Context: an optimization exercise on an open-source flow, tuned for small area and a short achievable clock period. The choices shown serve that exercise and are no tape-out recipe.
Function was checked by simulation only, so behaviour that the tests miss may differ from the original.

## flow/design.v (module list and top-level ports; edited modules follow where they fit)
// module fir_gen: 2399 lines
// module fir_fa: 4 lines
// module fir_cpa: 210 lines
// module fir_ha: 4 lines
module fir_gen (
  input clk, input reset, input Load_x,
  input signed [8:0] x_in, input signed [8:0] c_in,
  output signed [10:0] y_out);
  // ...
==> flow/run.sh <==
#!/bin/bash
# synth_recipe.tcl (not shown) runs the flow's synth.tcl, then flattens the netlist and writes it again
# the make line also repeats each setting of config.mk as NAME=value (left out here)
make -C /OpenROAD-flow-scripts/flow DESIGN_CONFIG=/design/flow/config.mk WORK_HOME=/design/flow/orfs CLKGATE_MAP_FILE= SYNTH_SCRIPT=/design/flow/synth_recipe.tcl finish
==> flow/config.mk <==
export PLATFORM = sky130hd
export DESIGN_NAME = fir_gen
export DESIGN_NICKNAME = fir_gen
export VERILOG_FILES = /design/flow/design.v
export SDC_FILE = /design/flow/constraint.sdc
export NUM_CORES = 4
export LEC_CHECK = 0
export CAP_MARGIN = 20
export CORE_MARGIN = 2
export CORE_UTILIZATION = 76
export SETUP_SLACK_MARGIN = 3.0
export SLEW_MARGIN = 20
export SYNTH_HIERARCHICAL = 1
export SYNTH_MINIMUM_KEEP_SIZE = 0
==> flow/constraint.sdc <==
create_clock -name core_clock -period 6.0 [get_ports {clk}]
set_input_delay 1.2000 -clock core_clock [delete_from_list [all_inputs] [get_ports {clk}]]
set_output_delay 1.2000 -clock core_clock [all_outputs]
set_load 0.01 [all_outputs]
==> summary.md, run 1 <==
| Metric | Value |
|---|---|
| CTS tree | done |
| Critical path buffers and inverters | 3 |
| CTS max path bufs | 3 |
| CP Capture Type | flop |
| Metal2 WL | 62000 um |
| XOR/XNOR share of the synthesized area | under 10% |
| Post-Layout Cell Count | 4584 |
| Synthesized area per cell | around 12 um^2 |
| Fraction of area in multi-input gates | a little under three fifths |
| Via Count | ~33k |
| Hold_ws | between 0.4 and 0.5 ns |
| Die Y-Extent | 253 um |
| Status | finished clean |
| FF/Latch Area | 0.0164 mm^2 |
| Multi-input logic area | 0.0289 mm^2 |
| CLK BUF | 121 |
| Multi-In Gates | 2585 |
| Post-synthesis cell area | 0.0472 mm^2 |
| CORE AREA | 0.0616 mm^2 |
| GR Util met1 | between 50% and 60% |
| Crit-path slowest cell | fa_1 |
| CTS hold repair buffers | 0 |
| Total GRT Usage | 42.2% |
| Largest net degree at the start of global routing | 139 |
| Top cells by count, synth | 551 x fa_1, 534 x dfxtp_1, 411 x xnor2_1 |
| Peak fanout along the critical path | 18 |
| Setup WS pre-CTS | 1.49 ns |
| Worst setup path end | a11_1[10]$_DFF_P_ |
| Top flop regs | cm (180), cs (45) |
| Placed cell area | 0.0472 mm^2 |
| Top delay family on crit path | adder cells |
| Clock Pin Slew Worst Setup and Hold Paths | around 0.060 ns |
| Complex-gate fraction of the synthesized area | between 15 and 20% |
| Yosys reg bits | ~760 |
| Hold depth | 1 |
| Final worst slack | 2.96 ns |
| Worst-margin pin slew | 0.908 ns |
| Hpwl dp | 82400 um |
| CP peak stage delay | 0.53 ns |
==> module fir_cpa, before the edit <==
module fir_cpa (input [18:0] a, input [18:0] b, output [10:0] s);
  wire [18:0] p0 = a ^ b;
  wire [18:0] g0 = a & b;
  wire [18:0] g1, p1;
  assign g1[0] = g0[0];
  assign p1[0] = p0[0];
  assign g1[1] = g0[1] | (p0[1] & g0[0]);
  assign p1[1] = p0[1] & p0[0];
  assign g1[2] = g0[2] | (p0[2] & g0[1]);
  assign p1[2] = p0[2] & p0[1];
  assign g1[3] = g0[3] | (p0[3] & g0[2]);
  assign p1[3] = p0[3] & p0[2];
  assign g1[4] = g0[4] | (p0[4] & g0[3]);
  assign p1[4] = p0[4] & p0[3];
  assign g1[5] = g0[5] | (p0[5] & g0[4]);
  assign p1[5] = p0[5] & p0[4];
  assign g1[6] = g0[6] | (p0[6] & g0[5]);
  assign p1[6] = p0[6] & p0[5];
  assign g1[7] = g0[7] | (p0[7] & g0[6]);
  assign p1[7] = p0[7] & p0[6];
  assign g1[8] = g0[8] | (p0[8] & g0[7]);
  assign p1[8] = p0[8] & p0[7];
  assign g1[9] = g0[9] | (p0[9] & g0[8]);
  assign p1[9] = p0[9] & p0[8];
  assign g1[10] = g0[10] | (p0[10] & g0[9]);
  assign p1[10] = p0[10] & p0[9];
  assign g1[11] = g0[11] | (p0[11] & g0[10]);
  assign p1[11] = p0[11] & p0[10];
  assign g1[12] = g0[12] | (p0[12] & g0[11]);
  assign p1[12] = p0[12] & p0[11];
  assign g1[13] = g0[13] | (p0[13] & g0[12]);
  assign p1[13] = p0[13] & p0[12];
  assign g1[14] = g0[14] | (p0[14] & g0[13]);
  assign p1[14] = p0[14] & p0[13];
  assign g1[15] = g0[15] | (p0[15] & g0[14]);
  assign p1[15] = p0[15] & p0[14];
  assign g1[16] = g0[16] | (p0[16] & g0[15]);
  assign p1[16] = p0[16] & p0[15];
  assign g1[17] = g0[17] | (p0[17] & g0[16]);
  assign p1[17] = p0[17] & p0[16];
  assign g1[18] = g0[18] | (p0[18] & g0[17]);
  assign p1[18] = p0[18] & p0[17];
  wire [18:0] g2, p2;
  assign g2[0] = g1[0];
  assign p2[0] = p1[0];
  assign g2[1] = g1[1];
  assign p2[1] = p1[1];
  assign g2[2] = g1[2] | (p1[2] & g1[0]);
  assign p2[2] = p1[2] & p1[0];
  assign g2[3] = g1[3] | (p1[3] & g1[1]);
  assign p2[3] = p1[3] & p1[1];
  assign g2[4] = g1[4] | (p1[4] & g1[2]);
  assign p2[4] = p1[4] & p1[2];
  assign g2[5] = g1[5] | (p1[5] & g1[3]);
  assign p2[5] = p1[5] & p1[3];
  assign g2[6] = g1[6] | (p1[6] & g1[4]);
  assign p2[6] = p1[6] & p1[4];
  assign g2[7] = g1[7] | (p1[7] & g1[5]);
  assign p2[7] = p1[7] & p1[5];
  assign g2[8] = g1[8] | (p1[8] & g1[6]);
  assign p2[8] = p1[8] & p1[6];
  assign g2[9] = g1[9] | (p1[9] & g1[7]);
  assign p2[9] = p1[9] & p1[7];
  assign g2[10] = g1[10] | (p1[10] & g1[8]);
  assign p2[10] = p1[10] & p1[8];
  assign g2[11] = g1[11] | (p1[11] & g1[9]);
  assign p2[11] = p1[11] & p1[9];
  assign g2[12] = g1[12] | (p1[12] & g1[10]);
  assign p2[12] = p1[12] & p1[10];
  assign g2[13] = g1[13] | (p1[13] & g1[11]);
  assign p2[13] = p1[13] & p1[11];
  assign g2[14] = g1[14] | (p1[14] & g1[12]);
  assign p2[14] = p1[14] & p1[12];
  assign g2[15] = g1[15] | (p1[15] & g1[13]);
  assign p2[15] = p1[15] & p1[13];
  assign g2[16] = g1[16] | (p1[16] & g1[14]);
  assign p2[16] = p1[16] & p1[14];
  assign g2[17] = g1[17] | (p1[17] & g1[15]);
  assign p2[17] = p1[17] & p1[15];
  assign g2[18] = g1[18] | (p1[18] & g1[16]);
  assign p2[18] = p1[18] & p1[16];
  wire [18:0] g3, p3;
  assign g3[0] = g2[0];
  assign p3[0] = p2[0];
  assign g3[1] = g2[1];
  assign p3[1] = p2[1];
  assign g3[2] = g2[2];
  assign p3[2] = p2[2];
  assign g3[3] = g2[3];
  assign p3[3] = p2[3];
  assign g3[4] = g2[4] | (p2[4] & g2[0]);
  assign p3[4] = p2[4] & p2[0];
  assign g3[5] = g2[5] | (p2[5] & g2[1]);
  assign p3[5] = p2[5] & p2[1];
  assign g3[6] = g2[6] | (p2[6] & g2[2]);
  assign p3[6] = p2[6] & p2[2];
  assign g3[7] = g2[7] | (p2[7] & g2[3]);
  assign p3[7] = p2[7] & p2[3];
  assign g3[8] = g2[8] | (p2[8] & g2[4]);
  assign p3[8] = p2[8] & p2[4];
  assign g3[9] = g2[9] | (p2[9] & g2[5]);
  assign p3[9] = p2[9] & p2[5];
  assign g3[10] = g2[10] | (p2[10] & g2[6]);
  assign p3[10] = p2[10] & p2[6];
  assign g3[11] = g2[11] | (p2[11] & g2[7]);
  assign p3[11] = p2[11] & p2[7];
  assign g3[12] = g2[12] | (p2[12] & g2[8]);
  assign p3[12] = p2[12] & p2[8];
  assign g3[13] = g2[13] | (p2[13] & g2[9]);
  assign p3[13] = p2[13] & p2[9];
  assign g3[14] = g2[14] | (p2[14] & g2[10]);
  assign p3[14] = p2[14] & p2[10];
  assign g3[15] = g2[15] | (p2[15] & g2[11]);
  assign p3[15] = p2[15] & p2[11];
  assign g3[16] = g2[16] | (p2[16] & g2[12]);
  assign p3[16] = p2[16] & p2[12];
  assign g3[17] = g2[17] | (p2[17] & g2[13]);
  assign p3[17] = p2[17] & p2[13];
  assign g3[18] = g2[18] | (p2[18] & g2[14]);
  assign p3[18] = p2[18] & p2[14];
  wire [18:0] g4, p4;
  assign g4[0] = g3[0];
  assign p4[0] = p3[0];
  assign g4[1] = g3[1];
  assign p4[1] = p3[1];
  assign g4[2] = g3[2];
  assign p4[2] = p3[2];
  assign g4[3] = g3[3];
  assign p4[3] = p3[3];
  assign g4[4] = g3[4];
  assign p4[4] = p3[4];
  assign g4[5] = g3[5];
  assign p4[5] = p3[5];
  assign g4[6] = g3[6];
  assign p4[6] = p3[6];
  assign g4[7] = g3[7];
  assign p4[7] = p3[7];
  assign g4[8] = g3[8] | (p3[8] & g3[0]);
  assign p4[8] = p3[8] & p3[0];
  assign g4[9] = g3[9] | (p3[9] & g3[1]);
  assign p4[9] = p3[9] & p3[1];
  assign g4[10] = g3[10] | (p3[10] & g3[2]);
  assign p4[10] = p3[10] & p3[2];
  assign g4[11] = g3[11] | (p3[11] & g3[3]);
  assign p4[11] = p3[11] & p3[3];
  assign g4[12] = g3[12] | (p3[12] & g3[4]);
  assign p4[12] = p3[12] & p3[4];
  assign g4[13] = g3[13] | (p3[13] & g3[5]);
  assign p4[13] = p3[13] & p3[5];
  assign g4[14] = g3[14] | (p3[14] & g3[6]);
  assign p4[14] = p3[14] & p3[6];
  assign g4[15] = g3[15] | (p3[15] & g3[7]);
  assign p4[15] = p3[15] & p3[7];
  assign g4[16] = g3[16] | (p3[16] & g3[8]);
  assign p4[16] = p3[16] & p3[8];
  assign g4[17] = g3[17] | (p3[17] & g3[9]);
  assign p4[17] = p3[17] & p3[9];
  assign g4[18] = g3[18] | (p3[18] & g3[10]);
  assign p4[18] = p3[18] & p3[10];
  wire [18:0] g5, p5;
  assign g5[0] = g4[0];
  assign p5[0] = p4[0];
  assign g5[1] = g4[1];
  assign p5[1] = p4[1];
  assign g5[2] = g4[2];
  assign p5[2] = p4[2];
  assign g5[3] = g4[3];
  assign p5[3] = p4[3];
  assign g5[4] = g4[4];
  assign p5[4] = p4[4];
  assign g5[5] = g4[5];
  assign p5[5] = p4[5];
  assign g5[6] = g4[6];
  assign p5[6] = p4[6];
  assign g5[7] = g4[7];
  assign p5[7] = p4[7];
  assign g5[8] = g4[8];
  assign p5[8] = p4[8];
  assign g5[9] = g4[9];
  assign p5[9] = p4[9];
  assign g5[10] = g4[10];
  assign p5[10] = p4[10];
  assign g5[11] = g4[11];
  assign p5[11] = p4[11];
  assign g5[12] = g4[12];
  assign p5[12] = p4[12];
  assign g5[13] = g4[13];
  assign p5[13] = p4[13];
  assign g5[14] = g4[14];
  assign p5[14] = p4[14];
  assign g5[15] = g4[15];
  assign p5[15] = p4[15];
  assign g5[16] = g4[16] | (p4[16] & g4[0]);
  assign p5[16] = p4[16] & p4[0];
  assign g5[17] = g4[17] | (p4[17] & g4[1]);
  assign p5[17] = p4[17] & p4[1];
  assign g5[18] = g4[18] | (p4[18] & g4[2]);
  assign p5[18] = p4[18] & p4[2];
  assign s[0] = p0[8] ^ g5[7];
  assign s[1] = p0[9] ^ g5[8];
  assign s[2] = p0[10] ^ g5[9];
  assign s[3] = p0[11] ^ g5[10];
  assign s[4] = p0[12] ^ g5[11];
  assign s[5] = p0[13] ^ g5[12];
  assign s[6] = p0[14] ^ g5[13];
  assign s[7] = p0[15] ^ g5[14];
  assign s[8] = p0[16] ^ g5[15];
  assign s[9] = p0[17] ^ g5[16];
  assign s[10] = p0[18] ^ g5[17];
endmodule
==> inputs of run 2 (changes only) <==
--- a/flow/design.v
+++ b/flow/design.v
@@ -48,29 +48,29 @@
     wire q = cx[3*j+1] ^ cx[3*j+3];
     wire r = cx[3*j] ^ cx[3*j+3];
     assign cin_m[4*j]   = ~p & (q ^ r);
     assign cin_m[4*j+1] = (~p & q & r) | (p & ~q & ~r);
     assign cin_m[4*j+2] = p & (q ^ r);
     assign cin_m[4*j+3] = p & q & r;
     assign cin_s[j] = cx[3*j+3];
   end endgenerate
-  reg [8:0] c0raw;
+  reg [14:0] c0r;
   wire [9:0] c0_raw;
-  wire [14:0] c0r;
+  wire [14:0] c0_r4;
   generate for (j = 0; j < 3; j = j + 1) begin : raw0
     wire [2:0] mag = {cm[0][4*j+3], cm[0][4*j+1] | cm[0][4*j+2], cm[0][4*j] | cm[0][4*j+2]};
     wire [9:0] v = cs[0][j] ? (~{7'd0, mag} + 10'd1) : {7'd0, mag};
   end endgenerate
   assign c0_raw = raw0[0].v + (raw0[1].v << 3) + (raw0[2].v << 6);
-  wire [10:0] c0x = {c0raw[8], c0raw, 1'b0};
+  wire [10:0] c0x = {c0_raw[8], c0_raw[8:0], 1'b0};
   generate for (j = 0; j < 5; j = j + 1) begin : rec4
-    assign c0r[3*j]   = c0x[2*j+1] ^ c0x[2*j];
-    assign c0r[3*j+1] = (c0x[2*j+2] & ~c0x[2*j+1] & ~c0x[2*j]) | (~c0x[2*j+2] & c0x[2*j+1] & c0x[2*j]);
-    assign c0r[3*j+2] = c0x[2*j+2];
+    assign c0_r4[3*j]   = c0x[2*j+1] ^ c0x[2*j];
+    assign c0_r4[3*j+1] = (c0x[2*j+2] & ~c0x[2*j+1] & ~c0x[2*j]) | (~c0x[2*j+2] & c0x[2*j+1] & c0x[2*j]);
+    assign c0_r4[3*j+2] = c0x[2*j+2];
   end endgenerate
   reg [10:0] y;
   assign y_out = y;
   integer k;
   always @(posedge clk or posedge reset)
     if (reset) begin
       for (k = 0; k < 15; k = k + 1) begin cm[k] <= 12'd0; cs[k] <= 3'd0; end
     end else if (!Load_x) begin
@@ -1907,17 +1907,17 @@
   wire [18:0] fa = {f_c1208, f_c1207, f_c1206, f_c1205, f_c1204, f_c1203, f_c1202, f_c1201, f_c1200, f_c1199, f_c1198, f_c1197, f_c1196, f_c1195, f_c1194, f_c1193, f_c1192, f_c1191, f_s1191};
   wire [18:0] fb = {f_s1209, f_s1208, f_s1207, f_s1206, f_s1205, f_s1204, f_s1203, f_s1202, f_s1201, f_s1200, f_s1199, f_s1198, f_s1197, f_s1196, f_s1195, f_s1194, f_s1193, f_s1192, a1_1[0]};
   wire [10:0] fs_hi;
   fir_cpa ucpa (.a(fa), .b(fb), .s(fs_hi));
   wire [18:0] fs = {fs_hi, 8'd0};
   always @(posedge clk) begin
       x <= x_in;
       x3 <= x3_in;
-      c0raw <= c0_raw[8:0];
+      c0r <= c0_r4;
       xn <= ~x_in;
       x3n <= ~x3_in;
       a14_0[0] <= cs[14][0];
       a14_1[0] <= b14_p1;
       a14_0[1] <= b14_p2;
       a14_0[2] <= b14_p3;
       a14_0[3] <= r14_s37;
       a14_0[4] <= r14_s38;
@@ -2397,18 +2397,22 @@
       y <= fs[18:8];
   end
 endmodule
 module fir_fa (input a, input b, input c, output s, output co);
   assign s = a ^ b ^ c;
   assign co = (a & b) | (a & c) | (b & c);
 endmodule
 module fir_cpa (input [18:0] a, input [18:0] b, output [10:0] s);
-  wire [18:0] p0 = a ^ b;
-  wire [18:0] g0 = a & b;
+  wire [18:0] p0, g0;
+  genvar i;
+  generate for (i = 0; i < 19; i = i + 1) begin : pg
+    fir_xor2 ux (.a(a[i]), .b(b[i]), .s(p0[i]));
+    fir_and2 ua (.a(a[i]), .b(b[i]), .s(g0[i]));
+  end endgenerate
   wire [18:0] g1, p1;
   assign g1[0] = g0[0];
   assign p1[0] = p0[0];
   assign g1[1] = g0[1] | (p0[1] & g0[0]);
   assign p1[1] = p0[1] & p0[0];
   assign g1[2] = g0[2] | (p0[2] & g0[1]);
   assign p1[2] = p0[2] & p0[1];
   assign g1[3] = g0[3] | (p0[3] & g0[2]);
@@ -2606,12 +2610,18 @@
   assign s[4] = p0[12] ^ g5[11];
   assign s[5] = p0[13] ^ g5[12];
   assign s[6] = p0[14] ^ g5[13];
   assign s[7] = p0[15] ^ g5[14];
   assign s[8] = p0[16] ^ g5[15];
   assign s[9] = p0[17] ^ g5[16];
   assign s[10] = p0[18] ^ g5[17];
 endmodule
+module fir_xor2 (input a, input b, output s);
+  assign s = a ^ b;
+endmodule
+module fir_and2 (input a, input b, output s);
+  assign s = a & b;
+endmodule
 module fir_ha (input a, input b, output s, output co);
   assign s = a ^ b;
   assign co = a & b;
 endmodule
==> flow/config.mk (replaced) <==
export PLATFORM = sky130hd
export DESIGN_NAME = fir_gen
export DESIGN_NICKNAME = fir_gen
export VERILOG_FILES = /design/flow/design.v
export SDC_FILE = /design/flow/constraint.sdc
export NUM_CORES = 4
export LEC_CHECK = 0
export CAP_MARGIN = 20
export CORE_MARGIN = 2
export CORE_UTILIZATION = 68
export SETUP_SLACK_MARGIN = 3.2
export SLEW_MARGIN = 20
export SYNTH_HIERARCHICAL = 1
export SYNTH_MINIMUM_KEEP_SIZE = 0
==> run 2 against run 1 <==
Still clean; utilization decreased by 6.0 points; die area increased by 11%; sequential share of layout area decreased by 0.57 points; global-route usage decreased by 4.5 points; register-to-register slack improved by 0.14 ns; non-clock buffer count increased by 68; fmax increased by 4.8%; critical endpoint is now a1_0[18]$_DFF_P_; largest cell class unchanged.
==> summary.md, run 2 <==
| Metric | Value |
|---|---|
| Status | finished clean (unchanged) |
| Top cells by count, synth | 551 x fa_1, 539 x dfxtp_1, 453 x xnor2_1 (was 551 x fa_1, 534 x dfxtp_1, 411 x xnor2_1) |
| Peak fanout along the critical path | 11 (was 18) |
| Hold depth | 1 (unchanged) |
| Max-Cap Viols | 0 (unchanged) |
| CTS buffer count | 84 (was 81) |
| Tmin final | 2.90 ns (was 3.04 ns) |
| Synth Net Count | 4527 (was 4564) |
| Worst skew pair latency | 0.65 ns (about the same) |
| Fin nets | 4405 (was 4367) |
| Max-slew violation count | 0 (unchanged) |
| Largest net degree at the start of global routing | 149 (was 139) |
| Global-route wire length before repair | 203000 um (was 205000 um) |
| CTS tree | done (unchanged) |
| Startpoint Class | flop (unchanged) |
| Global route overflow | 0 (unchanged) |
| Share of layout cells above drive strength 1 | 22.8% (was 17.5%) |
| Die Wd | 267 um (was 253 um) |
| CP Capture Type | flop (unchanged) |
| Buffers added on ports | 31 (unchanged) |
| Cell with the most instances after synthesis | fa_1 (unchanged) |
| CORE AREA | 0.0685 mm^2 (was 0.0616 mm^2) |
| RSZ-0062 raised after global routing | true (unchanged) |
| Final worst slack | 3.10 ns (was 2.96 ns) |
| Total GRT Usage | 37.7% (was 42.2%) |
| Antenna viol nets, final | 0 (unchanged) |
| Fin crit share | 48.4% (was 50.7%) |
| Worst-margin pin slew | 1.15 ns (was 0.908 ns) |
| Die area | 0.0712 mm^2 (was 0.0641 mm^2) |
| Synth top area share | 23.5% (was 23.4%) |
| Final setup TNS | 0 ns (unchanged) |
| Max reg flops | 180 (unchanged) |
| Sink Count | 764 (was 759) |
| Yosys reg bits | 764 (was 759) |
| Post-synth EDFFs | 0 (unchanged) |
| Final core utilization | 76.7% (was 82.8%) |
| Gp weighted congestion | 0.893 (was 0.888) |
| Placed insts | 4438 (was 4410) |
| Sequential fraction of the synthesis area | 35.0% (was 34.6%) |
| CTS hold repair buffers | 0 (unchanged) |
| Synthesized area per cell | 12.2 um^2 (about the same) |
| Ports | 32 (unchanged) |
| CP required | 6.49 ns (was 6.52 ns) |
| Synthesis Warnings | 11 (unchanged) |
| CTS H-Tree Depth | 3 (unchanged) |
| Setup-failing EPs final | 0 (unchanged) |
| Drt pass-1 iters | 9 (was 10) |
| Fraction of registers with async set/reset | 29.5% (was 29.6%) |
| Fin. Hold Viols | 0 (unchanged) |
| Setup WS pre-CTS | 1.73 ns (was 1.49 ns) |
| Via Count | 32.2k (was 33.3k) |
| Top reg by flops | cm (unchanged) |
| Worst Skew | 0.0381 ns (was 0.0258 ns) |
| DRT iter0 DRCs | 3418 (was 4482) |
| Synth top area cells | fa_1 23%, dfxtp_1 23%, dfrtp_1 12% (unchanged) |
| Mapped Cells | 3856 (was 3876) |
| Main synth FF type | dfxtp_1 (unchanged) |
| Clk root buf | clkbuf_16 (unchanged) |
| Routed len/inst | 28.7 um (was 29.5 um) |
| Max_slew headroom | 23.1% (was 39.5%) |
| Routed WL | 135000 um (about the same) |
| Netlist cell types | 58 (was 64) |
| FP Rows | 96 (was 91) |
| Crit path arrival time | 3.39 ns (was 3.56 ns) |
| WS Path Type | flop to flop (unchanged) |
| Antenna Cells | 0 (was 1) |
| CTS max path bufs | 3 (unchanged) |
| Top flop regs | cm (180), cs (45) (unchanged) |
| DRC errors left | 0 (unchanged) |
| R2R cell count | 6 (was 9) |
| Initial antenna violation count | 1 (was 3) |
| Synth area leader | fa_1 (unchanged) |
| Vias in the first global route | 33.9k (was 34.9k) |
| Hpwl dp | 80800 um (was 82400 um) |
| Worst Hold Class | flop to flop (unchanged) |
| Area Growth Syn to Fin | 11.9% (was 7.95%) |
| Max Clk Rate | 0.345 GHz (was 0.329 GHz) |
| Commonest cells after routing, fill and taps aside | 528 x fa_1, 515 x dfxtp_1, 438 x xnor2_1 (was 541 x fa_1, 510 x dfxtp_1, 410 x xnor2_1) |
| Clock Pin Slew Worst Setup and Hold Paths | 0.06 ns (about the same) |
| Commonest non-fill, non-tap cell in the layout | fa_1 (unchanged) |
| Vias per cell | 6.87 (was 7.26) |
| Post-synthesis cell area | 0.0469 mm^2 (was 0.0472 mm^2) |
| Die Y-Extent | 267 um (was 253 um) |
| Post-Layout Cell Count | 4688 (was 4584) |
| Starting Density | 68.6% (was 76.7%) |
## run 2: cell count changes after synthesis, sizes merged, moves of 5 or more
cell,before,now
a221oi,314,296
a22oi,28,53
a21oi,59,45
o21ai,151,131
and2,5,20
mux2,175,169
buf,224,171
dfxtp,534,539
clkbuf,159,209
xnor2,411,453
mux2i,19,1
xor2,117,129
ha,116,99
nand2,110,97
## run 2: path summary, 6_finish.rpt
path,from,end,slack [ns]
worst max-delay path,cm[1][11]$_DFFE_PP0N_,a1_0[18]$_DFF_P_,3.10
worst min-delay path,a7_0[18]$_DFF_P_,a6_0[18]$_DFF_P_,0.42
worst max register to register,cm[1][11]$_DFFE_PP0N_,a1_0[18]$_DFF_P_,3.10
worst min register to register,a7_0[18]$_DFF_P_,a6_0[18]$_DFF_P_,0.42
max in group asynchronous,reset,cm[8][4]$_DFFE_PP0N_,3.74
min in group asynchronous,reset,cm[13][7]$_DFFE_PP0N_,0.91
## run 2: critical path, cell delays in order, from the launching register on
cell and delay, ns:
dfrtp_2 0.51, o41ai_2 0.54, xnor2_2 0.21, fa_1 0.42
fa_1 0.43, xnor2_1 0.19, xnor2_2 0.44
## run 2: layer usage
| layer | vias to the layer above | track usage [%] | share of wire (%) |
|---|---|---|---|
| met5 | - | 0 | 0.0097 |
| met4 | 2 | 18.8 | 6.1 |
| met3 | 598 | 8.23 | 9.3 |
| met2 | 1884 | 61.1 | 47 |
| met1 | 16300 | 48.1 | 37 |
| li1 | 13400 | - | - |
## run 2: layout make-up
class                      instances  area, um^2
multi-input combinational       2558       29200
sequential                       764       16600
fill                            4259       15900
clock buffer                     133        2680
timing repair buffer             171        1950
tap                              882        1100
inverter                         154         662
clock inverter                    25         315
timing repair inverter             1        5.00
## run 2: stage by stage
stage / instance area [um^2] / hold slack (ns)
after detailed placement: 47300 / 0.412
after global routing: 52500 / 0.437
after global placement: 47300 / 0.415
after CTS: 51200 / 0.421
after floorplan: 47200 / 0.326
final: 52500 / 0.419
## run 2: timing repair
item                       4_1_cts  5_1_grt
setup buffers                   25       58
pin swaps                        3       21
gates cloned                     2        7
resized for setup              196      184
setup endpoints to repair      376      141
## run 2: logic make-up after synthesis
family,after synthesis,synth area share (%)
compound gates,932,17.1
flops,764,35.0
fa+ha+maj,650,26.1
xor+xnor,582,10.9
buf+inv,534,4.74
simple gates,224,2.08
mux,170,4.08
## run 2: Yosys stat by module, one instance, submodules excluded
module    cell area (um^2)  copies in the design  flip-flops and latches  cells inside
fir_fa                20.0                   547                       0             1
fir_gen              34400                     1                     764          3143
fir_xor2              8.76                    18                       0             1
fir_ha                12.5                    70                       0             1
fir_cpa                443                     1                       0            60
fir_and2              6.26                    18                       0             1
==> inputs of run 3 (changes only) <==
--- a/flow/config.mk
+++ b/flow/config.mk
@@ -9,5 +9,5 @@
 export CORE_MARGIN = 2
 export CORE_UTILIZATION = 68
-export SETUP_SLACK_MARGIN = 3.2
+export SETUP_SLACK_MARGIN = 3.4
 export SLEW_MARGIN = 20
 export SYNTH_HIERARCHICAL = 1
==> run 3 against run 2 <==
Utilization is 9.5 points higher; final cell count increased by 7.6%; highest routed layer unchanged; first-iteration DRC count up 52%; critical endpoint is now a1_1[10]$_DFF_P_; register-to-register slack better by 0.03 ns; critical path type unchanged.
==> summary.md, run 3 <==
| Metric | Value |
|---|---|
| Mapped Cells | 3856 (unchanged) |
| Fin. Hold Viols | 0 (unchanged) |
| Area Growth Syn to Fin | 25.7% (was 11.9%) |
| Vias in the first global route | 36.2k (was 33.9k) |
| Top cells by count, synth | 551 x fa_1, 539 x dfxtp_1, 453 x xnor2_1 (unchanged) |
| Largest net degree at the start of global routing | 148 (was 149) |
| Max_slew headroom | 19.0% (was 23.1%) |
| Worst Hold Class | flop to flop (unchanged) |
| Sink Count | 764 (unchanged) |
| Startpoint Class | flop (unchanged) |
| Cell with the most instances after synthesis | fa_1 (unchanged) |
| Peak fanout along the critical path | 5 (was 11) |
| Global route overflow | 0 (unchanged) |
| CORE AREA | 0.0685 mm^2 (unchanged) |
| Synthesis Warnings | 11 (unchanged) |
| Main combinational cell family by area after synthesis | adder cells (unchanged) |
| Status | finished clean (unchanged) |
| Yosys reg bits | 764 (unchanged) |
| Die area | 0.0712 mm^2 (unchanged) |
| CTS hold repair buffers | 0 (unchanged) |
| Final worst slack | 3.13 ns (was 3.10 ns) |
| Fin nets | 4759 (was 4405) |
| Global-route wire length before repair | 226000 um (was 203000 um) |
| Netlist cell types | 58 (unchanged) |
| Synth top area share | 23.5% (unchanged) |
| CTS max path bufs | 3 (unchanged) |
| Die Y-Extent | 267 um (unchanged) |
| Via Count | 37.1k (was 32.2k) |
| Commonest non-fill, non-tap cell in the layout | dfxtp_1 (was fa_1) |
| Main synth FF type | dfxtp_1 (unchanged) |
| Worst skew pair latency | 0.68 ns (was 0.65 ns) |
| Antenna viol nets, final | 0 (unchanged) |
| Max Clk Rate | 0.349 GHz (was 0.345 GHz) |
| Setup-failing EPs final | 0 (unchanged) |
| Die Wd | 267 um (unchanged) |
| Sequential fraction of the synthesis area | 35.0% (unchanged) |
| Clk root buf | clkbuf_16 (unchanged) |
| DRC errors left | 0 (unchanged) |
| Post-Synth Adder-Cell Area | 26.1% (unchanged) |
| Fraction of registers with async set/reset | 29.5% (unchanged) |
| RSZ-0062 raised after global routing | true (unchanged) |
| Clock Pin Slew Worst Setup and Hold Paths | 0.06 ns (about the same) |
| Vias per cell | 7.35 (was 6.87) |
| Initial antenna violation count | 7 (was 1) |
| Gp weighted congestion | 0.891 (was 0.893) |
| Max-Cap Viols | 0 (unchanged) |
| CP Capture Type | flop (unchanged) |
| Fillers | 3024 (was 4259) |
| Hold depth | 1 (unchanged) |
| Final setup TNS | 0 ns (unchanged) |
| Post-synth EDFFs | 0 (unchanged) |
| Drt pass-1 iters | 10 (was 9) |
| Crit path arrival time | 3.39 ns (about the same) |
| Fin crit share | 47.8% (was 48.4%) |
| CTS tree | done (unchanged) |
| CTS buffer count | 83 (was 84) |
| Crit-path slowest cell | fa_2 (was o41ai_2) |
| Hpwl dp | 80600 um (was 80800 um) |
| FF/Latch Area | 0.0168 mm^2 (was 0.0166 mm^2) |
| Max-slew violation count | 0 (unchanged) |
| Top flop regs | cm (180), cs (45) (unchanged) |
| Synth area leader | fa_1 (unchanged) |
| Synth top area cells | fa_1 23%, dfxtp_1 23%, dfrtp_1 12% (unchanged) |
| Worst Skew | 0.0296 ns (was 0.0381 ns) |
| Commonest cells after routing, fill and taps aside | 493 x dfxtp_1, 385 x xnor2_1, 364 x fa_1 (was 528 x fa_1, 515 x dfxtp_1, 438 x xnor2_1) |
| Routed len/inst | 34.2 um (was 28.7 um) |
| Post-Synth Simple-Gate Area | 2.08% (unchanged) |
| CTS H-Tree Depth | 3 (unchanged) |
| Top reg by flops | cm (unchanged) |
| Multi-input logic area | 0.0315 mm^2 (was 0.0292 mm^2) |
| Top delay family on crit path | adder cells (unchanged) |
| Mux cell area share after synthesis | 4.08% (unchanged) |
| Cells along the critical path | buf_12 -> buf_4 -> buf_4 -> o21ai_0 -> nand2_2 -> xor2_2 -> fa_2 -> fa_2 -> fa_1 (was o41ai_2 -> xnor2_2 -> fa_1 -> fa_1 -> xnor2_1 -> xnor2_2) |
| Share of layout cells above drive strength 1 | 40.8% (was 22.8%) |
| DRT iter0 DRCs | 5199 (was 3418) |
| Synth Net Count | 4527 (unchanged) |
| CP peak stage delay | 0.55 ns (was 0.54 ns) |
| Tmin final | 2.87 ns (was 2.90 ns) |
| Total GRT Usage | 42.6% (was 37.7%) |
| Max reg flops | 180 (unchanged) |
| Hold_ws | 0.426 ns (was 0.419 ns) |
| Setup WS pre-CTS | 1.65 ns (was 1.73 ns) |
| Ports | 32 (unchanged) |
| Worst-margin pin slew | 1.22 ns (was 1.15 ns) |
| Critical path buffers and inverters | 3 (was 0) |
| CP required | 6.52 ns (was 6.49 ns) |
| Synthesized area per cell | 12.2 um^2 (unchanged) |
| Starting Density | 68.6% (unchanged) |
| R2R cell count | 9 (was 6) |
| WS Path Type | flop to flop (unchanged) |
| Complex-gate fraction of the synthesized area | 17.1% (unchanged) |
| XOR/XNOR share of the synthesized area | 10.9% (unchanged) |
| Crit. path cell count | 9 (was 6) |
| Buffers added on ports | 31 (unchanged) |
| Routed WL | 173000 um (was 135000 um) |
| FP Rows | 96 (unchanged) |
| Post-synthesis cell area | 0.0469 mm^2 (unchanged) |
==> run 3: cell types whose count changed in the layout (fill, tap and decap cells not counted), sizes merged <==
cell           before  now
clkdlybuf4s15       1    0
bufinv              6    9
diode               0    5
bufbuf              2   17
dlygate4sd2         0   11
clkbuf            140  127
clkinv             37   28
inv               125  137
clkinvlp           12   20
clkdlybuf4s50      21   10
buf               140  478
==> run 3: kinds of logic (layout without fill, tap and decap cells) <==
group                    Yosys count  after routing
XOR/XNOR                         582            582
AO/OA/AOI/OAI                    932            932
flip-flops                       764            764
buffers and inverters            534            837
AND/OR/NAND/NOR                  224            224
adder cells (fa/ha/maj)          650            650
multiplexers                     170            170
other                              0              5
==> run 3: path summary, 6_finish.rpt <==
check	from	to	slack [ns]
max	x[8]$_DFF_P_	a1_1[10]$_DFF_P_	3.13
min	a4_1[18]$_DFF_P_	a3_0[18]$_DFF_P_	0.43
max reg2reg	x[8]$_DFF_P_	a1_1[10]$_DFF_P_	3.13
min reg2reg	a4_1[18]$_DFF_P_	a3_0[18]$_DFF_P_	0.43
max in group asynchronous	reset	cm[5][4]$_DFFE_PP0N_	3.47
min in group asynchronous	reset	cm[13][6]$_DFFE_PP0N_	0.92
==> run 3: modules after synthesis, one instance, submodules excluded <==
module | area (um^2) | times used
fir_and2 | 6.26 | 18
fir_cpa | 443 | 1
fir_fa | 20.0 | 547
fir_gen | 34400 | 1
fir_ha | 12.5 | 70
fir_xor2 | 8.76 | 18
==> run 3: area by class of cell <==
cell class	count	share of cell area, %
multi-input cells	2558	53.3
flip-flops and latches	764	28.4
repair buffers	524	9.97
clock buffers	119	4.27
well taps	882	1.87
inverters	154	1.31
clock inverters	37	0.806
repair inverters	3	0.0424
diodes	5	0.0212
==> run 3: routing by layer <==
metal	track usage [%]	part of all wire, %
met5	0	0.047
met4	29.5	11
met3	11.3	13
met2	65.5	44
met1	52.6	33
==> run 3: worst reg2reg max path, stage by stage (launching register included) <==
cell and delay (ns):
dfxtp_4 0.45, buf_12 0.19, buf_4 0.13, buf_4 0.13
o21ai_0 0.15, nand2_2 0.14, xor2_2 0.18, fa_2 0.39
fa_2 0.56, fa_1 0.43
==> run 3: through the flow <==
| stage | cells | utilization (%) | area [um^2] |
|---|---|---|---|
| finish | 5046 | 86.2 | 59000 |
| global route | 5042 | 86.2 | 59000 |
| CTS | 4838 | 80.6 | 55200 |
| detailed placement | 4442 | 69.1 | 47300 |
| global placement | 4442 | 69.1 | 47300 |
| floorplan | 3856 | - | 47200 |
==> run 3: repair_timing <==
action                                  in CTS  in global routing
resized for setup                          662                449
gates cloned                                29                  7
pin swaps                                  164                262
endpoints found under the setup margin     439                285
setup buffers                              211                196
==> inputs of run 4 (changes only) <==
--- a/flow/config.mk
+++ b/flow/config.mk
@@ -9,5 +9,6 @@
 export CORE_MARGIN = 2
 export CORE_UTILIZATION = 68
-export SETUP_SLACK_MARGIN = 3.4
+export CTS_BUF_LIST = sky130_fd_sc_hd__clkbuf_8
+export SETUP_SLACK_MARGIN = 3.2
 export SLEW_MARGIN = 20
 export SYNTH_HIERARCHICAL = 1
==> run 4 against run 3 <==
Sequential share of layout area up 3.4 points; critical path depth down 2; setup slack worse by 0.0037 ns; final cell count down 5.5%; critical endpoint is now a11_0[7]$_DFF_P_; highest routed layer unchanged.
==> summary.md, run 4 <==
| Metric | Value |
|---|---|
| Startpoint Class | flop (unchanged) |
| Worst Skew | 0.0506 ns (was 0.0296 ns) |
| Tmin final | 2.87 ns (about the same) |
| RSZ-0062 raised after global routing | true (unchanged) |
| Post-synth EDFFs | 0 (unchanged) |
| CP Capture Type | flop (unchanged) |
| Commonest cells after routing, fill and taps aside | 527 x fa_1, 515 x dfxtp_1, 440 x xnor2_1 (was 493 x dfxtp_1, 385 x xnor2_1, 364 x fa_1) |
| Largest net degree at the start of global routing | 149 (was 148) |
| Worst Hold Class | flop to flop (unchanged) |
| Setup-failing EPs final | 0 (unchanged) |
| Worst setup path end | a11_0[7]$_DFF_P_ (was a1_1[10]$_DFF_P_) |
| Fillers | 4393 (was 3024) |
| Area Growth Syn to Fin | 11.2% (was 25.7%) |
| Clock Pin Slew Worst Setup and Hold Paths | 0.06 ns (about the same) |
| DRC errors left | 0 (unchanged) |
| Yosys reg bits | 764 (unchanged) |
| Synth top area share | 23.5% (unchanged) |
| Worst reg2reg startpoint | x3n[5]$_DFF_P_ (was x[8]$_DFF_P_) |
| Reg2Reg Capture Point | a11_0[7]$_DFF_P_ (was a1_1[10]$_DFF_P_) |
| Die area | 0.0712 mm^2 (unchanged) |
| Netlist cell types | 58 (unchanged) |
| FF/Latch Area | 0.0166 mm^2 (was 0.0168 mm^2) |
| Die Y-Extent | 267 um (unchanged) |
| FP Rows | 96 (unchanged) |
| Top cells by count, synth | 551 x fa_1, 539 x dfxtp_1, 453 x xnor2_1 (unchanged) |
| Final setup TNS | 0 ns (unchanged) |
| Mapped Cells | 3856 (unchanged) |
| CTS buffer count | 133 (was 83) |
| Ports | 32 (unchanged) |
| Reg2reg setup slack | 3.13 ns (about the same) |
| Max Clk Rate | 0.348 GHz (was 0.349 GHz) |
| Synth Net Count | 4527 (unchanged) |
| Main synth FF type | dfxtp_1 (unchanged) |
| Vias in the first global route | 34.2k (was 36.2k) |
| WS Path Type | flop to flop (unchanged) |
| CTS H-Tree Depth | 4 (was 3) |
| Multi-input logic area | 0.0291 mm^2 (was 0.0315 mm^2) |
| Synth top area cells | fa_1 23%, dfxtp_1 23%, dfrtp_1 12% (unchanged) |
| Top reg by flops | cm (unchanged) |
| Buffers added on ports | 31 (unchanged) |
| Clk root buf | clkbuf_8 (was clkbuf_16) |
| CTS hold repair buffers | 0 (unchanged) |
| Post-synthesis cell area | 0.0469 mm^2 (unchanged) |
| Max reg flops | 180 (unchanged) |
| Worst skew pair latency | 0.79 ns (was 0.68 ns) |
| CP peak stage delay | 0.46 ns (was 0.55 ns) |
| Crit-path slowest cell | fa_1 (was fa_2) |
| Starting Density | 68.6% (unchanged) |
| Post-Layout Cell Count | 4767 (was 5046) |
| Total GRT Usage | 37.6% (was 42.6%) |
| CTS tree | done (unchanged) |
| Fin crit share | 47.9% (was 47.8%) |
| Sink Count | 764 (unchanged) |
| Via Count | 32.6k (was 37.1k) |
| Global-route wire length before repair | 202000 um (was 226000 um) |
| Routed len/inst | 28.2 um (was 34.2 um) |
| CTS max path bufs | 3 (unchanged) |
| Global route overflow | 0 (unchanged) |
| Hpwl dp | 80800 um (was 80600 um) |
| Synthesis Warnings | 11 (unchanged) |
| Cell with the most instances after synthesis | fa_1 (unchanged) |
| Setup WS pre-CTS | 1.73 ns (was 1.65 ns) |
| Placed insts | 4438 (was 4442) |
| Commonest non-fill, non-tap cell in the layout | fa_1 (was dfxtp_1) |
| Fin nets | 4447 (was 4759) |
| Max_slew headroom | 26.1% (was 19.0%) |
| Antenna viol nets, final | 0 (unchanged) |
| Vias per cell | 6.83 (was 7.35) |
| Worst-margin pin slew | 1.11 ns (was 1.22 ns) |
| Max-Cap Viols | 0 (unchanged) |
| Synthesized area per cell | 12.2 um^2 (unchanged) |
| Gp weighted congestion | 0.893 (was 0.891) |
| Routed WL | 135000 um (was 173000 um) |
| Drt pass-1 iters | 9 (was 10) |
| Fraction of registers with async set/reset | 29.5% (unchanged) |
| CP required | 6.68 ns (was 6.52 ns) |
| Share of layout cells above drive strength 1 | 23.4% (was 40.8%) |
| CP dominant cell by count | fa_1 |
| Peak fanout along the critical path | 21 (was 5) |
| CORE AREA | 0.0685 mm^2 (unchanged) |
| Status | finished clean (unchanged) |
| Die Wd | 267 um (unchanged) |
| Crit path launch | x3n[5]$_DFF_P_ (was x[8]$_DFF_P_) |
| Crit path arrival time | 3.55 ns (was 3.39 ns) |
| Max-slew violation count | 0 (unchanged) |
| Cells along the critical path | buf_4 -> o22ai_1 -> a221oi_1 -> xnor2_1 -> fa_1 -> fa_1 -> fa_1 (was buf_12 -> buf_4 -> buf_4 -> o21ai_0 -> nand2_2 -> xor2_2 -> fa_2 -> fa_2 -> fa_1) |
| DRT iter0 DRCs | 3555 (was 5199) |
| Top flop regs | cm (180), cs (45) (unchanged) |
| Initial antenna violation count | 6 (was 7) |
| Sequential fraction of the synthesis area | 35.0% (unchanged) |
| R2R cell count | 7 (was 9) |
| Synth area leader | fa_1 (unchanged) |
| Fin. Hold Viols | 0 (unchanged) |
| Final worst slack | 3.13 ns (about the same) |
-- run 4: worst min path at each step --
stage | from | to | slack, ns | cells past startpoint
detailed placement | a7_0[18]$_DFF_P_ | a6_0[18]$_DFF_P_ | 0.41 | 1
floorplan | c0r[2]$_DFF_P_ | q1[0]$_DFF_P_ | 0.33 | 0
CTS | a7_0[18]$_DFF_P_ | a6_0[18]$_DFF_P_ | 0.42 | 1
global route | a11_0[18]$_DFF_P_ | a10_0[18]$_DFF_P_ | 0.44 | 1
finish | a7_0[18]$_DFF_P_ | a6_0[18]$_DFF_P_ | 0.42 | 1
global placement | a9_0[18]$_DFF_P_ | a8_0[18]$_DFF_P_ | 0.42 | 1
-- run 4: cell families (layout without fill, tap and decap cells) --
logic type	count (synthesis)	in the layout	synth area share [%]
buf+inv	534	562	4.74
fa+ha+maj	650	650	26.1
other cells	0	1	0
mux	170	170	4.08
compound gates	932	932	17.1
flops	764	764	35.0
xor+xnor	582	582	10.9
simple gates	224	224	2.08
-- run 4: cell type report --
type | count | area share [%]
Inverter | 154 | 1.27
Timing Repair Buffer | 165 | 3.72
Sequential cell | 764 | 31.8
Multi-Input combinational cell | 2558 | 55.8
Tap cell | 882 | 2.11
Clock buffer | 169 | 4.46
Clock inverter | 74 | 0.774
Antenna cell | 1 | 0.00480
-- run 4: critical path: cells and delay by family (launching register included) --
kind,cells,cell delay (ns)
adder cells (fa/ha/maj),3,1.31
AO/OA/AOI/OAI,2,0.52
buffers and inverters,1,0.42
flip-flops,1,0.34
XOR/XNOR,1,0.17
-- run 4: metal layers --
metal  routed length, um  track usage (%)
met5                  23                0
met4                9080             20.7
met1               49600             48.0
met3               13200             8.06
met2               62800             60.2
-- run 4: timing repair --
action | CTS | global route
resized for setup | 186 | 188
buffers inserted | 29 | 46
pin swaps | 5 | 31
setup endpoints to repair | 377 | 167
cloned | 4 | 6
-- run 4: metrics by stage --
step	area, um^2	utilization (%)	hold WS [ns]
2_1_floorplan	47200	-	0.326
3_3_place_gp	47300	69.0	0.415
3_5_place_dp	47300	69.0	0.412
4_1_cts	50900	74.4	0.421
5_1_grt	52200	76.2	0.438
6_report	52200	76.2	0.419
-- run 4: per-module statistics from Yosys, one instance, submodules excluded --
module / flops+latches / cells inside
fir_and2: 0 / 1
fir_cpa: 0 / 60
fir_fa: 0 / 1
fir_gen: 764 / 3143
fir_ha: 0 / 1
fir_xor2: 0 / 1
==> inputs of run 5 (changes only) <==
--- a/flow/config.mk
+++ b/flow/config.mk
@@ -9,7 +9,7 @@
 export CORE_MARGIN = 2
 export CORE_UTILIZATION = 68
-export CTS_BUF_LIST = sky130_fd_sc_hd__clkbuf_8
 export SETUP_SLACK_MARGIN = 3.2
 export SLEW_MARGIN = 20
 export SYNTH_HIERARCHICAL = 1
 export SYNTH_MINIMUM_KEEP_SIZE = 0
+export TNS_END_PERCENT = 5
==> run 5 against run 4 <==
Still clean on timing, DRC and antenna; clock skew fell by 0.027 ns; critical path depth fell by 1; fmax fell by 4.4%; synthesized cell count did not move; non-clock buffer count fell by 31; area after synthesis did not move; via count fell by 1.9%; largest cell class unchanged.
==> summary.md, run 5 <==
| Metric | Value |
|---|---|
| Worst Skew | 0.0231 ns (was 0.0506 ns) |
| Cell with the most instances after synthesis | fa_1 (unchanged) |
| Crit-path slowest cell | dfxtp_2 (was fa_1) |
| Max-slew violation count | 0 (unchanged) |
| Die Y-Extent | 267 um (unchanged) |
| Post-synth EDFFs | 0 (unchanged) |
| Worst Hold Class | flop to flop (unchanged) |
| Die area | 0.0712 mm^2 (unchanged) |
| Die Wd | 267 um (unchanged) |
| Max-Cap Viols | 0 (unchanged) |
| CTS H-Tree Depth | 3 (was 4) |
| Commonest cells after routing, fill and taps aside | 544 x fa_1, 512 x dfxtp_1, 446 x xnor2_1 (was 527 x fa_1, 515 x dfxtp_1, 440 x xnor2_1) |
| Post-synthesis cell area | 0.0469 mm^2 (unchanged) |
| CP required | 6.49 ns (was 6.68 ns) |
| Post-Synth Simple-Gate Area | 2.08% (unchanged) |
| Mapped Cells | 3856 (unchanged) |
| Startpoint Class | flop (unchanged) |
| CORE AREA | 0.0685 mm^2 (unchanged) |
| Peak fanout along the critical path | 21 (unchanged) |
| Antenna Cells | 0 (was 1) |
| Hpwl dp | 80500 um (was 80800 um) |
| Routed len/inst | 28.1 um (was 28.2 um) |
| Fin. Hold Viols | 0 (unchanged) |
| Top flop regs | cm (180), cs (45) (unchanged) |
| Status | finished clean (unchanged) |
| Sink Count | 764 (unchanged) |
| Vias per cell | 6.87 (was 6.83) |
| Fin crit share | 50.0% (was 47.9%) |
| Max Clk Rate | 0.333 GHz (was 0.348 GHz) |
| CTS tree | done (unchanged) |
| Complex-gate fraction of the synthesized area | 17.1% (unchanged) |
| Synth top area cells | fa_1 23%, dfxtp_1 23%, dfrtp_1 12% (unchanged) |
| FP Rows | 96 (unchanged) |
| Starting Density | 68.6% (unchanged) |
| Post-Synth Adder-Cell Area | 26.1% (unchanged) |
| Hold_ws | 0.424 ns (was 0.419 ns) |
| Yosys reg bits | 764 (unchanged) |
| Global route overflow | 0 (unchanged) |
| Top reg by flops | cm (unchanged) |
| Max reg flops | 180 (unchanged) |
| Largest net degree at the start of global routing | 154 (was 149) |
| CTS buffer count | 83 (was 133) |
| Final setup TNS | 0 ns (unchanged) |
| Synth Net Count | 4527 (unchanged) |
| Vias in the first global route | 33.8k (was 34.2k) |
| Max_slew headroom | 33.9% (was 26.1%) |
| Netlist cell types | 58 (unchanged) |
| CP Capture Type | flop (unchanged) |
| XOR/XNOR share of the synthesized area | 10.9% (unchanged) |
| CP peak stage delay | 0.92 ns (was 0.46 ns) |
| Routed WL | 131000 um (was 135000 um) |
| Setup-failing EPs final | 0 (unchanged) |
| Gp weighted congestion | 0.887 (was 0.893) |
| Crit path arrival time | 3.49 ns (was 3.55 ns) |
| Via Count | 31.9k (was 32.6k) |
| Area Growth Syn to Fin | 9.63% (was 11.2%) |
| Tmin final | 3.00 ns (was 2.87 ns) |
| Initial antenna violation count | 1 (was 6) |
| Global-route wire length before repair | 200000 um (was 202000 um) |
| Main synth FF type | dfxtp_1 (unchanged) |
| Sequential fraction of the synthesis area | 35.0% (unchanged) |
| Worst-margin pin slew | 0.991 ns (was 1.11 ns) |
| Share of layout cells above drive strength 1 | 18.6% (was 23.4%) |
| Synthesized area per cell | 12.2 um^2 (unchanged) |
| DRC errors left | 0 (unchanged) |
| Synth top area share | 23.5% (unchanged) |
| Synth area leader | fa_1 (unchanged) |
| CTS max path bufs | 3 (unchanged) |
| WS Path Type | flop to flop (unchanged) |
| Main combinational cell family by area after synthesis | adder cells (unchanged) |
| Final core utilization | 75.2% (was 76.2%) |
| Mux cell area share after synthesis | 4.08% (unchanged) |
| Worst skew pair latency | 0.65 ns (was 0.79 ns) |
| DRT iter0 DRCs | 3829 (was 3555) |
| Hold depth | 1 (unchanged) |
| Ports | 32 (unchanged) |
| Fin nets | 4366 (was 4447) |
| R2R cell count | 6 (was 7) |
| RSZ-0062 raised after global routing | true (unchanged) |
| Top cells by count, synth | 551 x fa_1, 539 x dfxtp_1, 453 x xnor2_1 (unchanged) |
| Cells along the critical path | a22o_1 -> a221oi_2 -> xnor2_1 -> fa_1 -> fa_1 -> fa_1 (was buf_4 -> o22ai_1 -> a221oi_1 -> xnor2_1 -> fa_1 -> fa_1 -> fa_1) |
| Antenna viol nets, final | 0 (unchanged) |
| Fraction of registers with async set/reset | 29.5% (unchanged) |
| Commonest non-fill, non-tap cell in the layout | fa_1 (unchanged) |
| Clock Pin Slew Worst Setup and Hold Paths | 0.06 ns (about the same) |
| Clk root buf | clkbuf_16 (was clkbuf_8) |
| CP dominant cell by count | fa_1 (unchanged) |
| Synthesis Warnings | 11 (unchanged) |
| Buffers added on ports | 31 (unchanged) |
| Total GRT Usage | 36.9% (was 37.6%) |
| Drt pass-1 iters | 7 (was 9) |
[run 5: cell counts after synthesis]
No cell type changed its count.
[run 5: logic make-up after synthesis]
kind of cell / Yosys count
AOI/OAI and AO/OA: 932
DFF: 764
adders and majority gates: 650
xor gates and xnor gates: 582
buffers and inverters: 534
and+or+nand+nor: 224
muxes: 170
[run 5: per-layer routing]
metal	track usage [%]	share of wire, %	up-vias
met1	48.0	38	16200
met5	0	0	-
met3	8.99	9.7	566
met2	58.3	47	1881
li1	-	-	13300
met4	18.1	5.7	0
[run 5: final timing paths]
kind,slack (ns),from,end
setup / recovery,3.00,x3[7]$_DFF_P_,a1_1[8]$_DFF_P_
hold / removal,0.42,a5_0[18]$_DFF_P_,a4_0[18]$_DFF_P_
setup reg to reg,3.00,x3[7]$_DFF_P_,a1_1[8]$_DFF_P_
hold reg to reg,0.42,a5_0[18]$_DFF_P_,a4_0[18]$_DFF_P_
max in group asynchronous,3.51,reset,cm[2][4]$_DFFE_PP0N_
min in group asynchronous,1.05,reset,cs[13][1]$_DFFE_PP0N_
[run 5: cell type report]
class | count | area [um^2]
inverter | 154 | 644
timing repair buffer | 134 | 1520
tap | 882 | 1100
multi-input combinational | 2558 | 28800
sequential | 764 | 16500
clock inverter | 42 | 536
fill | 4400 | 17000
clock buffer | 113 | 2360
[run 5: repair_timing]
item | 4_1_cts | 5_1_grt
resized for setup | 146 | 104
setup endpoints to repair | 357 | 245
hold buffers | 0 | 0
cloned | 1 | 6
pin swaps | 3 | 21
setup buffers | 12 | 33
[run 5: critical path, delay by kind of cell (launching register included)]
family / cells / cell delay, ns
flip-flops: 1 / 0.92
AO/OA/AOI/OAI: 2 / 0.31
XOR/XNOR: 1 / 0.18
adder cells (fa/ha/maj): 3 / 1.43
[run 5: through the flow]
| step | std cells | setup WS (ns) | instance area (um^2) |
|---|---|---|---|
| 4_1_cts | 4608 | 3.09 | 50600 |
| 3_3_place_gp | 4440 | 1.62 | 47200 |
| 5_1_grt | 4647 | 2.96 | 51500 |
| 2_1_floorplan | 3856 | 1.86 | 46900 |
| 6_report | 4647 | 3.00 | 51500 |
| 3_5_place_dp | 4440 | 1.63 | 47200 |
[run 5: per-module statistics from Yosys (local to each module, per instance)]
module	area (um^2)	copies in the design	cells
fir_ha	12.5	70	1
fir_xor2	8.76	18	1
fir_cpa	443	1	60
fir_fa	20.0	547	1
fir_gen	34400	1	3143
fir_and2	6.26	18	1
==> inputs of run 6 (changes only) <==
--- a/flow/config.mk
+++ b/flow/config.mk
@@ -9,5 +9,5 @@
 export CORE_MARGIN = 2
 export CORE_UTILIZATION = 68
-export SETUP_SLACK_MARGIN = 3.2
+export SETUP_SLACK_MARGIN = 3.3
 export SLEW_MARGIN = 20
 export SYNTH_HIERARCHICAL = 1
==> run 6 against run 5 <==
Still clean; via count rose by 1.9%; routed wire length rose by 2.4%; setup slack improved by 0.19 ns; count of clock-buffer cells in the layout did not move; critical endpoint is now a12_1[9]$_DFF_P_; largest cell class unchanged.
==> summary.md, run 6 <==
| Metric | Value |
|---|---|
| Max Clk Rate | 0.355 GHz (was 0.333 GHz) |
| Fin nets | 4438 (was 4366) |
| Top reg by flops | cm (unchanged) |
| Main synth FF type | dfxtp_1 (unchanged) |
| Antenna viol nets, final | 0 (unchanged) |
| Post-Layout Cell Count | 4722 (was 4647) |
| Share of layout cells above drive strength 1 | 23.3% (was 18.6%) |
| Fin crit share | 46.9% (was 50.0%) |
| Die Y-Extent | 267 um (unchanged) |
| Worst skew pair latency | 0.64 ns (was 0.65 ns) |
| Critical path buffers and inverters | 2 (was 0) |
| Cell with the most instances after synthesis | fa_1 (unchanged) |
| CORE AREA | 0.0685 mm^2 (unchanged) |
| Crit-path slowest cell | fa_1 (was dfxtp_2) |
| Worst Skew | 0.0239 ns (was 0.0231 ns) |
| CP peak stage delay | 0.52 ns (was 0.92 ns) |
| Vias in the first global route | 33.9k (was 33.8k) |
| Final setup TNS | 0 ns (unchanged) |
| Placed insts | 4440 (unchanged) |
| CTS H-Tree Depth | 3 (unchanged) |
| Worst Hold Class | flop to flop (unchanged) |
| Setup-failing EPs final | 0 (unchanged) |
| Tmin final | 2.81 ns (was 3.00 ns) |
| Netlist cell types | 58 (unchanged) |
| Max_slew headroom | 34.3% (was 33.9%) |
| Fraction of registers with async set/reset | 29.5% (unchanged) |
| WS Path Type | flop to flop (unchanged) |
| Status | finished clean (unchanged) |
| Largest net degree at the start of global routing | 154 (unchanged) |
| Die Wd | 267 um (unchanged) |
| Drt pass-1 iters | 9 (was 7) |
| Die area | 0.0712 mm^2 (unchanged) |
| Synth Net Count | 4527 (unchanged) |
| Initial antenna violation count | 2 (was 1) |
| Gp weighted congestion | 0.887 (unchanged) |
| Synth top area cells | fa_1 23%, dfxtp_1 23%, dfrtp_1 12% (unchanged) |
| CTS buffer count | 83 (unchanged) |
| Synth top area share | 23.5% (unchanged) |
| CP required | 6.52 ns (was 6.49 ns) |
| Sink Count | 764 (unchanged) |
| Routed WL | 134000 um (was 131000 um) |
| Commonest non-fill, non-tap cell in the layout | fa_1 (unchanged) |
| CTS max path bufs | 3 (unchanged) |
| Peak fanout along the critical path | 40 (was 21) |
| CP dominant cell by count | fa_1 (unchanged) |
| DRT iter0 DRCs | 3820 (was 3829) |
| Top delay family on crit path | adder cells (unchanged) |
| Crit path arrival time | 3.33 ns (was 3.49 ns) |
| CTS tree | done (unchanged) |
| Synth area leader | fa_1 (unchanged) |
| Hpwl dp | 80500 um (unchanged) |
| Ports | 32 (unchanged) |
| DRC errors left | 0 (unchanged) |
| Cells along the critical path | buf_12 -> inv_12 -> a22o_1 -> a221oi_2 -> xnor2_1 -> fa_2 -> fa_1 -> fa_1 (was a22o_1 -> a221oi_2 -> xnor2_1 -> fa_1 -> fa_1 -> fa_1) |
| Fillers | 4206 (was 4400) |
| Routed len/inst | 28.3 um (was 28.1 um) |
| Mapped Cells | 3856 (unchanged) |
| Startpoint Class | flop (unchanged) |
| Global route overflow | 0 (unchanged) |
| Post-synth EDFFs | 0 (unchanged) |
| Global-route wire length before repair | 202000 um (was 200000 um) |
| Clk root buf | clkbuf_16 (unchanged) |
| Top cells by count, synth | 551 x fa_1, 539 x dfxtp_1, 453 x xnor2_1 (unchanged) |
| Synthesized area per cell | 12.2 um^2 (unchanged) |
| CP Capture Type | flop (unchanged) |
| Vias per cell | 6.89 (was 6.87) |
| Synthesis Warnings | 11 (unchanged) |
| Via Count | 32.5k (was 31.9k) |
| FP Rows | 96 (unchanged) |
| Total GRT Usage | 37.2% (was 36.9%) |
| Max-Cap Viols | 0 (unchanged) |
| Area Growth Syn to Fin | 12.2% (was 9.63%) |
| Max reg flops | 180 (unchanged) |
| Post-synthesis cell area | 0.0469 mm^2 (unchanged) |
| Commonest cells after routing, fill and taps aside | 531 x fa_1, 505 x dfxtp_1, 440 x xnor2_1 (was 544 x fa_1, 512 x dfxtp_1, 446 x xnor2_1) |
| Placed cell area | 0.0472 mm^2 (unchanged) |
| Final std cell area, no fill | 0.0527 mm^2 (was 0.0515 mm^2) |
| Clock Pin Slew Worst Setup and Hold Paths | 0.07 ns (was 0.06 ns) |
| Max-slew violation count | 0 (unchanged) |
| Worst-margin pin slew | 0.986 ns (was 0.991 ns) |
| Starting Density | 68.6% (unchanged) |
| Yosys reg bits | 764 (unchanged) |
| Top flop regs | cm (180), cs (45) (unchanged) |
| Buffers added on ports | 31 (unchanged) |
| Fin. Hold Viols | 0 (unchanged) |
| RSZ-0062 raised after global routing | true (unchanged) |
| Sequential fraction of the synthesis area | 35.0% (unchanged) |
[run 6: routing by layer]
metal  vias to the layer above  share of wire (%)  GRT usage (%)
met1                     16600                 37           48.4
met5                         -                  0              0
met4                         0                6.0           18.5
met3                       580                9.6           8.97
met2                      1921                 47           58.6
li1                      13500                  -              -
[run 6: what timing repair did]
action	4_1_cts	5_1_grt
pin swaps	3	58
setup endpoints to repair	397	317
cloned	2	7
setup buffers	28	87
gates resized for setup	166	253
hold buffers	0	0
[run 6: cell type report]
type,count,area [um^2],area share (%)
Timing Repair Buffer,206,2230,4.24
Clock buffer,113,2360,4.48
Antenna cell,3,7.51,0.0142
Tap cell,882,1100,2.09
Sequential cell,764,16600,31.6
Multi-Input combinational cell,2558,29100,55.3
Clock inverter,42,536,1.02
Inverter,154,666,1.26
[run 6: per-stage QoR]
step,worst slack [ns],hold slack [ns],utilization [%]
2_1_floorplan,1.86,0.326,-
3_5_place_dp,1.63,0.418,68.9
3_3_place_gp,1.62,0.408,68.9
5_1_grt,3.15,0.438,76.9
4_1_cts,3.09,0.427,74.2
6_report,3.19,0.424,77.0
[run 6: cell families after synthesis]
kind of cell | count (synthesis) | synth area share [%]
muxes | 170 | 4.08
buffers and inverters | 534 | 4.74
AOI/OAI and AO/OA | 932 | 17.1
and+or+nand+nor | 224 | 2.08
DFF | 764 | 35.0
adders and majority gates | 650 | 26.1
xor gates and xnor gates | 582 | 10.9
[run 6: final timing paths]
check / start / slack [ns] / cells past startpoint / to
min in group asynchronous: reset / 1.04 / 2 / cs[13][1]$_DFFE_PP0N_
worst max-delay path: xn[7]$_DFF_P_ / 3.19 / 8 / a12_1[9]$_DFF_P_
worst min register to register: a5_0[18]$_DFF_P_ / 0.42 / 1 / a4_0[18]$_DFF_P_
worst min-delay path: a5_0[18]$_DFF_P_ / 0.42 / 1 / a4_0[18]$_DFF_P_
max in group asynchronous: reset / 3.49 / 3 / cm[5][8]$_DFFE_PP0N_
worst max register to register: xn[7]$_DFF_P_ / 3.19 / 8 / a12_1[9]$_DFF_P_
[run 6: per-module statistics from Yosys, one instance, submodules excluded]
module	times used	cell area [um^2]	flops+latches
fir_and2	18	6.26	0
fir_xor2	18	8.76	0
fir_cpa	1	443	0
fir_fa	547	20.0	0
fir_ha	70	12.5	0
fir_gen	1	34400	764

## afterwards: timing with drivers on the ports
How much do the figures lean on ideal ports? The routed layouts below were timed once more, with nothing changed but the port constraints.
Step 1, drivers: a clkbuf_16 drives clk and a buf_2 each remaining input, both assumed.
Step 2 adds t to the input delays and takes it off the output delays; t is the mean of the earliest and latest rising clock arrival at the registers after step 1. Input paths then give back, and output paths get back, about the clock's delay inside the block.
a / b / c = ideal ports / drivers / drivers and shift; a / b = the first two.
run | t (ns) | slack for setup (ns) | worst data-port slew with drivers (ns)
run 1 | 0.699 | 2.959 / 2.959 / 2.437 | 0.08
run 2 | 0.704 | 3.099 / 3.099 / 2.543 | 0.12
run 3 | 0.724 | 3.132 / 3.132 / 2.599 | 0.15
run 4 | 0.837 | 3.128 / 3.128 / 2.430 | 0.11
run 5 | 0.697 | 2.997 / 2.997 / 2.508 | 0.11
run 6 | 0.697 | 3.185 / 3.185 / 2.562 | 0.14
After both steps setup and hold are still met in every run listed. The setup slack of run 4, which loses most, moves by 0.000 ns with the drivers and by -0.698 ns with both steps.
